Background: an optimization exercise with open tools, aiming at small area, a short achievable clock period and few clock cycles. Do not read the settings as production practice. Only simulation tests tie the RTL to the original design; equivalence was not proved.

==> run B: inputs <==
==> flow/design.v <==
module bitcoin_hash(
  input logic clk, reset_n, start,
  input logic [31:0] message_addr, output_addr,
  output logic done, mem_we,
  output logic [15:0] mem_addr,
  output logic [31:0] mem_write_data,
  input logic [31:0] mem_read_data);
  localparam logic [2:0] S_IDLE = 3'd0, S_W0 = 3'd1, S_B0 = 3'd2, S_FF = 3'd3,
                         S_P = 3'd4, S_INN = 3'd5, S_OUT = 3'd6, S_W1 = 3'd7;
  localparam logic [255:0] IV = {32'h6a09e667, 32'hbb67ae85, 32'h3c6ef372, 32'ha54ff53a,
                                 32'h510e527f, 32'h9b05688c, 32'h1f83d9ab, 32'h5be0cd19};
  function automatic logic [31:0] kc(input logic [5:0] idx);
    case (idx)
      6'd0: kc = 32'hc67178f2;
      6'd1: kc = 32'h428a2f98;
      6'd2: kc = 32'h71374491;
      6'd3: kc = 32'hb5c0fbcf;
      6'd4: kc = 32'he9b5dba5;
      6'd5: kc = 32'h3956c25b;
      6'd6: kc = 32'h59f111f1;
      6'd7: kc = 32'h923f82a4;
      6'd8: kc = 32'hab1c5ed5;
      6'd9: kc = 32'hd807aa98;
      6'd10: kc = 32'h12835b01;
      6'd11: kc = 32'h243185be;
      6'd12: kc = 32'h550c7dc3;
      6'd13: kc = 32'h72be5d74;
      6'd14: kc = 32'h80deb1fe;
      6'd15: kc = 32'h9bdc06a7;
      6'd16: kc = 32'hc19bf174;
      6'd17: kc = 32'he49b69c1;
      6'd18: kc = 32'hefbe4786;
      6'd19: kc = 32'h0fc19dc6;
      6'd20: kc = 32'h240ca1cc;
      6'd21: kc = 32'h2de92c6f;
      6'd22: kc = 32'h4a7484aa;
      6'd23: kc = 32'h5cb0a9dc;
      6'd24: kc = 32'h76f988da;
      6'd25: kc = 32'h983e5152;
      6'd26: kc = 32'ha831c66d;
      6'd27: kc = 32'hb00327c8;
      6'd28: kc = 32'hbf597fc7;
      6'd29: kc = 32'hc6e00bf3;
      6'd30: kc = 32'hd5a79147;
      6'd31: kc = 32'h06ca6351;
      6'd32: kc = 32'h14292967;
      6'd33: kc = 32'h27b70a85;
      6'd34: kc = 32'h2e1b2138;
      6'd35: kc = 32'h4d2c6dfc;
      6'd36: kc = 32'h53380d13;
      6'd37: kc = 32'h650a7354;
      6'd38: kc = 32'h766a0abb;
      6'd39: kc = 32'h81c2c92e;
      6'd40: kc = 32'h92722c85;
      6'd41: kc = 32'ha2bfe8a1;
      6'd42: kc = 32'ha81a664b;
      6'd43: kc = 32'hc24b8b70;
      6'd44: kc = 32'hc76c51a3;
      6'd45: kc = 32'hd192e819;
      6'd46: kc = 32'hd6990624;
      6'd47: kc = 32'hf40e3585;
      6'd48: kc = 32'h106aa070;
      6'd49: kc = 32'h19a4c116;
      6'd50: kc = 32'h1e376c08;
      6'd51: kc = 32'h2748774c;
      6'd52: kc = 32'h34b0bcb5;
      6'd53: kc = 32'h391c0cb3;
      6'd54: kc = 32'h4ed8aa4a;
      6'd55: kc = 32'h5b9cca4f;
      6'd56: kc = 32'h682e6ff3;
      6'd57: kc = 32'h748f82ee;
      6'd58: kc = 32'h78a5636f;
      6'd59: kc = 32'h84c87814;
      6'd60: kc = 32'h8cc70208;
      6'd61: kc = 32'h90befffa;
      6'd62: kc = 32'ha4506ceb;
      6'd63: kc = 32'hbef9a3f7;
      default: kc = 32'h0;
    endcase
  endfunction
  function automatic logic [31:0] ivw(input logic [2:0] idx);
    ivw = IV[255 - 32*idx -: 32];
  endfunction
  function automatic logic [31:0] rotr(input logic [31:0] x, input int k);
    rotr = (x >> k) | (x << (32 - k));
  endfunction
  logic [2:0]  ph;
  logic [6:0]  c;
  logic [3:0]  n;
  logic        wpend;    
  logic [15:0] oaddr;    
  logic [31:0] a1, a2, a3, e, f, g, h, t1;
  logic [31:0] p, r, pk;
  logic [31:0] w [1:15];
  logic        f_iv;     
  assign mem_write_data = w[1];
  logic [31:0] bs1, ch, u1, v1, u2, v2, newT1, newE;
  assign bs1 = rotr(e, 6) ^ rotr(e, 11) ^ rotr(e, 25);
  assign ch  = (e & f) ^ (~e & g);
  assign u1 = p ^ bs1 ^ ch;
  assign v1 = ((p & bs1) | (p & ch) | (bs1 & ch)) << 1;
  assign newT1 = u1 + v1;
  assign u2 = a3 ^ u1 ^ v1;
  assign v2 = ((a3 & u1) | (a3 & v1) | (u1 & v1)) << 1;
  assign newE = u2 + v2;
  logic [31:0] bs0, maj, u3, v3, newA;
  assign bs0 = rotr(a1, 2) ^ rotr(a1, 13) ^ rotr(a1, 22);
  assign maj = (a1 & a2) ^ (a1 & a3) ^ (a2 & a3);
  assign u3 = t1 ^ bs0 ^ maj;
  assign v3 = ((t1 & bs0) | (t1 & maj) | (bs0 & maj)) << 1;
  assign newA = u3 + v3;
  logic [31:0] px, u4, v4;
  assign px = f_iv ? IV[31:0] : g;
  assign pk = kc(c[5:0]);
  assign u4 = px ^ pk ^ w[15];
  assign v4 = ((px & pk) | (px & w[15]) | (pk & w[15])) << 1;
  logic [31:0] ss0, ss1, u6, v6, sched;
  assign ss0 = rotr(w[2], 7) ^ rotr(w[2], 18) ^ (w[2] >> 3);
  assign ss1 = rotr(w[14], 17) ^ rotr(w[14], 19) ^ (w[14] >> 10);
  assign u6 = w[1] ^ w[10] ^ ss0;
  assign v6 = ((w[1] & w[10]) | (w[1] & ss0) | (w[10] & ss0)) << 1;
  assign sched = ss1 + r;
  logic [31:0] ffsum;
  assign ffsum = w[8] + (ff_out ? w[7] : ivw(ff_i));
  logic [31:0] src;
  always_comb begin
    src = ({32{s_mem}} & mem_read_data) | ({32{s_w8}} & w[8]) | ({32{s_ff}} & ffsum)
        | ({32{s_sch}} & sched) | ({32{s_n}} & {28'd0, n})
        | {s_c80, 21'd0, s_640, s_256, s_640, 7'd0};
  end
  logic [2:0] ph_n;
  logic [6:0] c_n;
  always_comb begin
    ph_n = ph;
    c_n = c + 7'd1;
    case (ph)
      S_IDLE: c_n = c;
      S_W0: ph_n = S_W1;
      S_W1: begin
        ph_n = S_B0;
        c_n = 7'd0;
      end
      S_B0: if (c == 7'd66) begin
        ph_n = S_FF;
        c_n = 7'd0;
      end
      S_FF: if (c == 7'd18) begin
        ph_n = S_P;
        c_n = 7'd58;
      end
      S_P: if (c == 7'd65) begin
        if (wpend && n == 4'd15) ph_n = S_IDLE;
        else begin
          ph_n = S_INN;
          c_n = 7'd2;
        end
      end
      S_INN: if (c == 7'd66) begin
        ph_n = S_OUT;
        c_n = 7'd0;
      end
      S_OUT: if (c == 7'd65) begin
        ph_n = S_P;
        c_n = 7'd58;
      end
      default: ;
    endcase
  end
  logic inb_n;
  logic e_en, a_en, a_force, a_mem, chain, s_full, s_w8r, w7_ff, w7_mem;
  logic s_mem, s_w8, s_ff, s_sch, s_n, s_c80, s_640, s_256;
  logic ff_out;
  logic [2:0] ff_i;
  logic a_msg, a_res, a_step;
  logic [4:0] a_d;
  logic we_n;
  assign inb_n = (ph_n == S_B0) || (ph_n == S_INN) || (ph_n == S_OUT);
  always_ff @(posedge clk) begin
    e_en <= inb_n && (c_n >= 7'd2) && (c_n <= 7'd65);
    a_en <= inb_n && (c_n >= 7'd3) && (c_n <= 7'd65);
    a_force <= inb_n && (c_n == 7'd2);
    a_mem <= (ph_n == S_INN);
    chain <= (ph_n == S_P);
    s_full <= ((ph_n == S_B0) || (ph_n == S_INN)) && (c_n == 7'd66);
    s_w8r <= (ph_n == S_P) && (c_n == 7'd58);
    w7_ff <= ((ph_n == S_FF) && (c_n <= 7'd7)) || ((ph_n == S_P) && (c_n == 7'd59));
    w7_mem <= ((ph_n == S_INN) && (c_n == 7'd66)) || ((ph_n == S_OUT) && (c_n <= 7'd6));
    f_iv <= (c_n == 7'd1) && (ph_n == S_B0 || ph_n == S_OUT);
    ff_out <= (ph_n == S_OUT);
    ff_i <= (ph_n == S_FF) ? c_n[2:0] : 3'd0;
    s_mem <= 1'b0; s_w8 <= 1'b0; s_ff <= 1'b0; s_sch <= 1'b0;
    s_n <= 1'b0; s_c80 <= 1'b0; s_640 <= 1'b0; s_256 <= 1'b0;
    case (ph_n)
      S_B0: if (c_n <= 7'd15) s_mem <= 1'b1; else s_sch <= 1'b1;
      S_FF: if (c_n >= 7'd17) s_mem <= 1'b1;
      S_P: begin
        if (c_n == 7'd58) s_mem <= 1'b1;
        else if (c_n >= 7'd64) s_w8 <= 1'b1;
      end
      S_INN: begin
        if (c_n == 7'd2) s_w8 <= 1'b1;
        else if (c_n == 7'd3) s_n <= 1'b1;
        else if (c_n == 7'd4) s_c80 <= 1'b1;
        else if (c_n == 7'd15) s_640 <= 1'b1;
        else if (c_n >= 7'd16) s_sch <= 1'b1;
      end
      S_OUT: begin
        if (c_n <= 7'd7) s_ff <= 1'b1;
        else if (c_n == 7'd8) s_c80 <= 1'b1;
        else if (c_n == 7'd15) s_256 <= 1'b1;
        else if (c_n >= 7'd64) s_mem <= 1'b1;
        else if (c_n >= 7'd16) s_sch <= 1'b1;
      end
      default: ;
    endcase
    a_msg <= 1'b0;
    a_res <= 1'b0;
    a_step <= 1'b0;
    a_d <= 5'd1;
    we_n <= 1'b0;
    case (ph_n)
      S_W1: a_step <= 1'b1;
      S_B0: begin
        a_step <= (c_n <= 7'd13);
        a_msg <= (c_n == 7'd66);
      end
      S_FF: begin
        a_step <= (c_n >= 7'd7) && (c_n != 7'd14);
        a_msg <= (c_n == 7'd6);
        we_n <= (c_n >= 7'd6) && (c_n <= 7'd13);
        if (c_n == 7'd15) a_d <= 5'd9;
        else if (c_n == 7'd18) a_d <= -5'd11;
      end
      S_P: begin
        a_step <= (c_n <= 7'd64);
        a_res <= (c_n == 7'd65);
        a_d <= -5'd1;
      end
      S_INN: begin
        a_msg <= (c_n == 7'd64);
        a_step <= (c_n >= 7'd65);
      end
      S_OUT: begin
        a_step <= (c_n <= 7'd4) || (c_n >= 7'd62);
        if (c_n == 7'd62) a_d <= 5'd9;
        else if (c_n == 7'd65) a_d <= -5'd11;
      end
      default: ;
    endcase
  end
  always_ff @(posedge clk) begin
    t1 <= newT1;
    p <= u4 + v4;
    r <= u6 + v6;
    for (int i = 1; i < 15; i++) w[i] <= w[i+1];
    w[15] <= src;
    if (s_full)
      {w[8], w[9], w[10], w[11], w[12], w[13], w[14], w[15]} <= {newA, a1, a2, a3, e, f, g, h};
    if (s_w8r) w[8] <= newA;
    if (w7_ff) w[7] <= ffsum;
    if (w7_mem) w[7] <= mem_read_data;
    if (a_en) a1 <= newA;
    else if (a_force) a1 <= a_mem ? mem_read_data : IV[255:224];
    else if (chain) a1 <= mem_read_data;
    else a1 <= IV[223:192];
    if (a_en || a_force || chain) begin
      a2 <= a1;
      a3 <= a2;
    end else begin
      a2 <= IV[191:160];
      a3 <= IV[159:128];
    end
    if (e_en) e <= newE;
    else if (chain) e <= a3;
    else e <= IV[127:96];
    if (e_en || chain) begin
      f <= e;
      g <= f;
      h <= g;
    end else begin
      f <= IV[95:64];
      g <= IV[63:32];
      h <= IV[31:0];
    end
    if (a_msg) mem_addr <= message_addr[15:0];
    else if (a_res) mem_addr <= oaddr;
    else if (a_step) mem_addr <= mem_addr + {{11{a_d[4]}}, a_d};
    ph <= ph_n;
    c <= c_n;
    mem_we <= we_n && (ph != S_IDLE);
    case (ph)
      S_W0: begin
        mem_addr <= message_addr[15:0];
        oaddr <= output_addr[15:0];
        n <= 4'd0;
        wpend <= 1'b0;
      end
      S_P: if (c == 7'd65 && wpend) begin
        mem_we <= 1'b1;
        oaddr <= oaddr + 16'd1;
        n <= n + 4'd1;
        wpend <= 1'b0;
        if (n == 4'd15) done <= 1'b1;
      end
      S_OUT: if (c == 7'd65) wpend <= 1'b1;
      default: ;
    endcase
    if (start) begin
      ph <= S_W0;
      done <= 1'b0;
      mem_we <= 1'b0;
    end
    if (!reset_n) begin
      ph <= S_IDLE;
      done <= 1'b0;
      mem_we <= 1'b0;
    end
  end
endmodule
==> flow/flow/run.sh <==
#!/bin/bash
# The standard layout (standard.sh: the standard synthesis and ORFS flow
# with config.mk's settings), with only the setup repair's slack margin
# raised to 6.3 ns: repair_timing then works the paths down toward 3.7 ns.
# The clock, the constraints and every other step are the standard ones.
# The whole make output goes to standard_flow.log in the work folder.
set -euo pipefail
cd "$(dirname "$0")/.."
bash standard.sh SETUP_SLACK_6.3=6.3 finish > standard_flow.log 2>&1
==> flow/standard.sh <==
#!/bin/bash
# synth_recipe.tcl (not shown) runs the flow's synth.tcl, then flattens the netlist and writes it again
# the make line also repeats each setting of config.mk as NAME=value (left out here)
make -C /OpenROAD-flow-scripts/flow DESIGN_CONFIG=/design/flow/config.mk WORK_HOME=/design/flow/orfs CLKGATE_MAP_FILE= SYNTH_SCRIPT=/design/flow/synth_recipe.tcl "${@:-finish}"
==> flow/config.mk <==
export PLATFORM = sky130hd
export DESIGN_NAME = bitcoin_hash
export DESIGN_NICKNAME = bitcoin_hash
export VERILOG_FILES = /design/flow/design.v
export SDC_FILE = /design/flow/constraint.sdc
export NUM_CORES = 4
export LEC_CHECK = 0
export ABC_AREA = 1
export CAP_MARGIN = 20
export CORE_MARGIN = 2
export CORE_UTILIZATION = 65
export CTS_CLUSTER_DIAMETER = 60
export CTS_CLUSTER_SIZE = 30
export PLACE_DENSITY = 0.75
export SLEW_MARGIN = 20
==> flow/constraint.sdc <==
create_clock -name core_clock -period 10.0 [get_ports {clk}]
set_input_delay 2.0000 -clock core_clock [delete_from_list [all_inputs] [get_ports {clk}]]
set_output_delay 2.0000 -clock core_clock [all_outputs]
set_load 0.01 [all_outputs]
==> inputs of run H, as changes to run B <==
--- a/flow/design.v
+++ b/flow/design.v
@@ -80,5 +80,14 @@
   endfunction
   function automatic logic [31:0] ivw(input logic [2:0] idx);
-    ivw = IV[255 - 32*idx -: 32];
+    case (idx)
+      3'd0: ivw = 32'h6a09e667;
+      3'd1: ivw = 32'hbb67ae85;
+      3'd2: ivw = 32'h3c6ef372;
+      3'd3: ivw = 32'ha54ff53a;
+      3'd4: ivw = 32'h510e527f;
+      3'd5: ivw = 32'h9b05688c;
+      3'd6: ivw = 32'h1f83d9ab;
+      default: ivw = 32'h5be0cd19;
+    endcase
   endfunction
   function automatic logic [31:0] rotr(input logic [31:0] x, input int k);
==> flow/flow/run.sh (replaced) <==
#!/bin/bash
# The standard layout (standard.sh: the standard synthesis and ORFS flow
# with config.mk's settings), with only the setup repair's slack margin
# raised to 6.5 ns: repair_timing then works the paths down toward 3.5 ns.
# The clock, the constraints and every other step are the standard ones.
# The whole make output goes to standard_flow.log in the work folder.
set -euo pipefail
cd "$(dirname "$0")/.."
bash standard.sh SETUP_SLACK_MARGIN=6.5 finish > standard_flow.log 2>&1
==> notes <==
Against run H, the register-to-register slack of run B is worse by 1.3 ns. Run H produced a clean layout. Run B completed without violations. Of run B and run H, run B has the higher hold slack (gap 0.020 ns). In run H the final cell count is higher than in run B, by about 1%. In flip-flop and latch count, run H and run B do not differ. Between run H and run B, the lower sequential share of layout area is in run H (gap 1.5 points).
==> figures <==
                                                                         run B           run H
Ratio of layout area to synthesized area                               1.0841x         1.1495x
Via count of the first global-routing pass                               44060           45670
Fraction of the mapped netlist area in adder cells                      0.1313          0.1303
Register fraction of the total cell area                                0.3431          0.3285
Area share of the leading cell type in the synthesized netlist          0.3496          0.3504
Result of the run                                               finished clean  finished clean
Gr usage total                                                          0.4744          0.4917
Routed Wire Length                                              192000 microns  208300 microns
Final core utilization                                                  0.7127          0.7541
XOR/XNOR share of the synthesized area                                 0.07139         0.07014
Proportion of synthesized chip area in sequential cells                 0.3719          0.3727
Testbench counts of run B, summed over its fixed seeds: cycles 83,592.
Testbench counts of run H, summed over its fixed seeds: cycles 83,592.

static timing again, ports no longer ideal:
In the flow no input, the clock included, has a driving cell. The finished layouts below were timed again as built, in two steps.
Step 1 sets driving cells, clkbuf_16 on the clock port and buf_2 on the other inputs (assumed; they add their load-dependent delay and slew).
Step 2 adds t to the input delays and takes it off the output delays; t is the mean of the earliest and latest rising clock arrival at the registers after step 1. Input paths then give back, and output paths get back, about the clock's delay inside the block.
a / b / c = ideal / step 1 / step 2; a / b = the first two.
run | t, ns | setup WS [ns] | worst register clock-pin slew, ns | cell pins on the clock port's net
run B | 0.745 | 4.353 / 4.353 / 4.353 | 0.11 / 0.11 | 1
run H | 0.785 | 5.669 / 5.669 / 5.669 | 0.12 / 0.12 | 1
After both steps setup and hold are still met in every run listed.
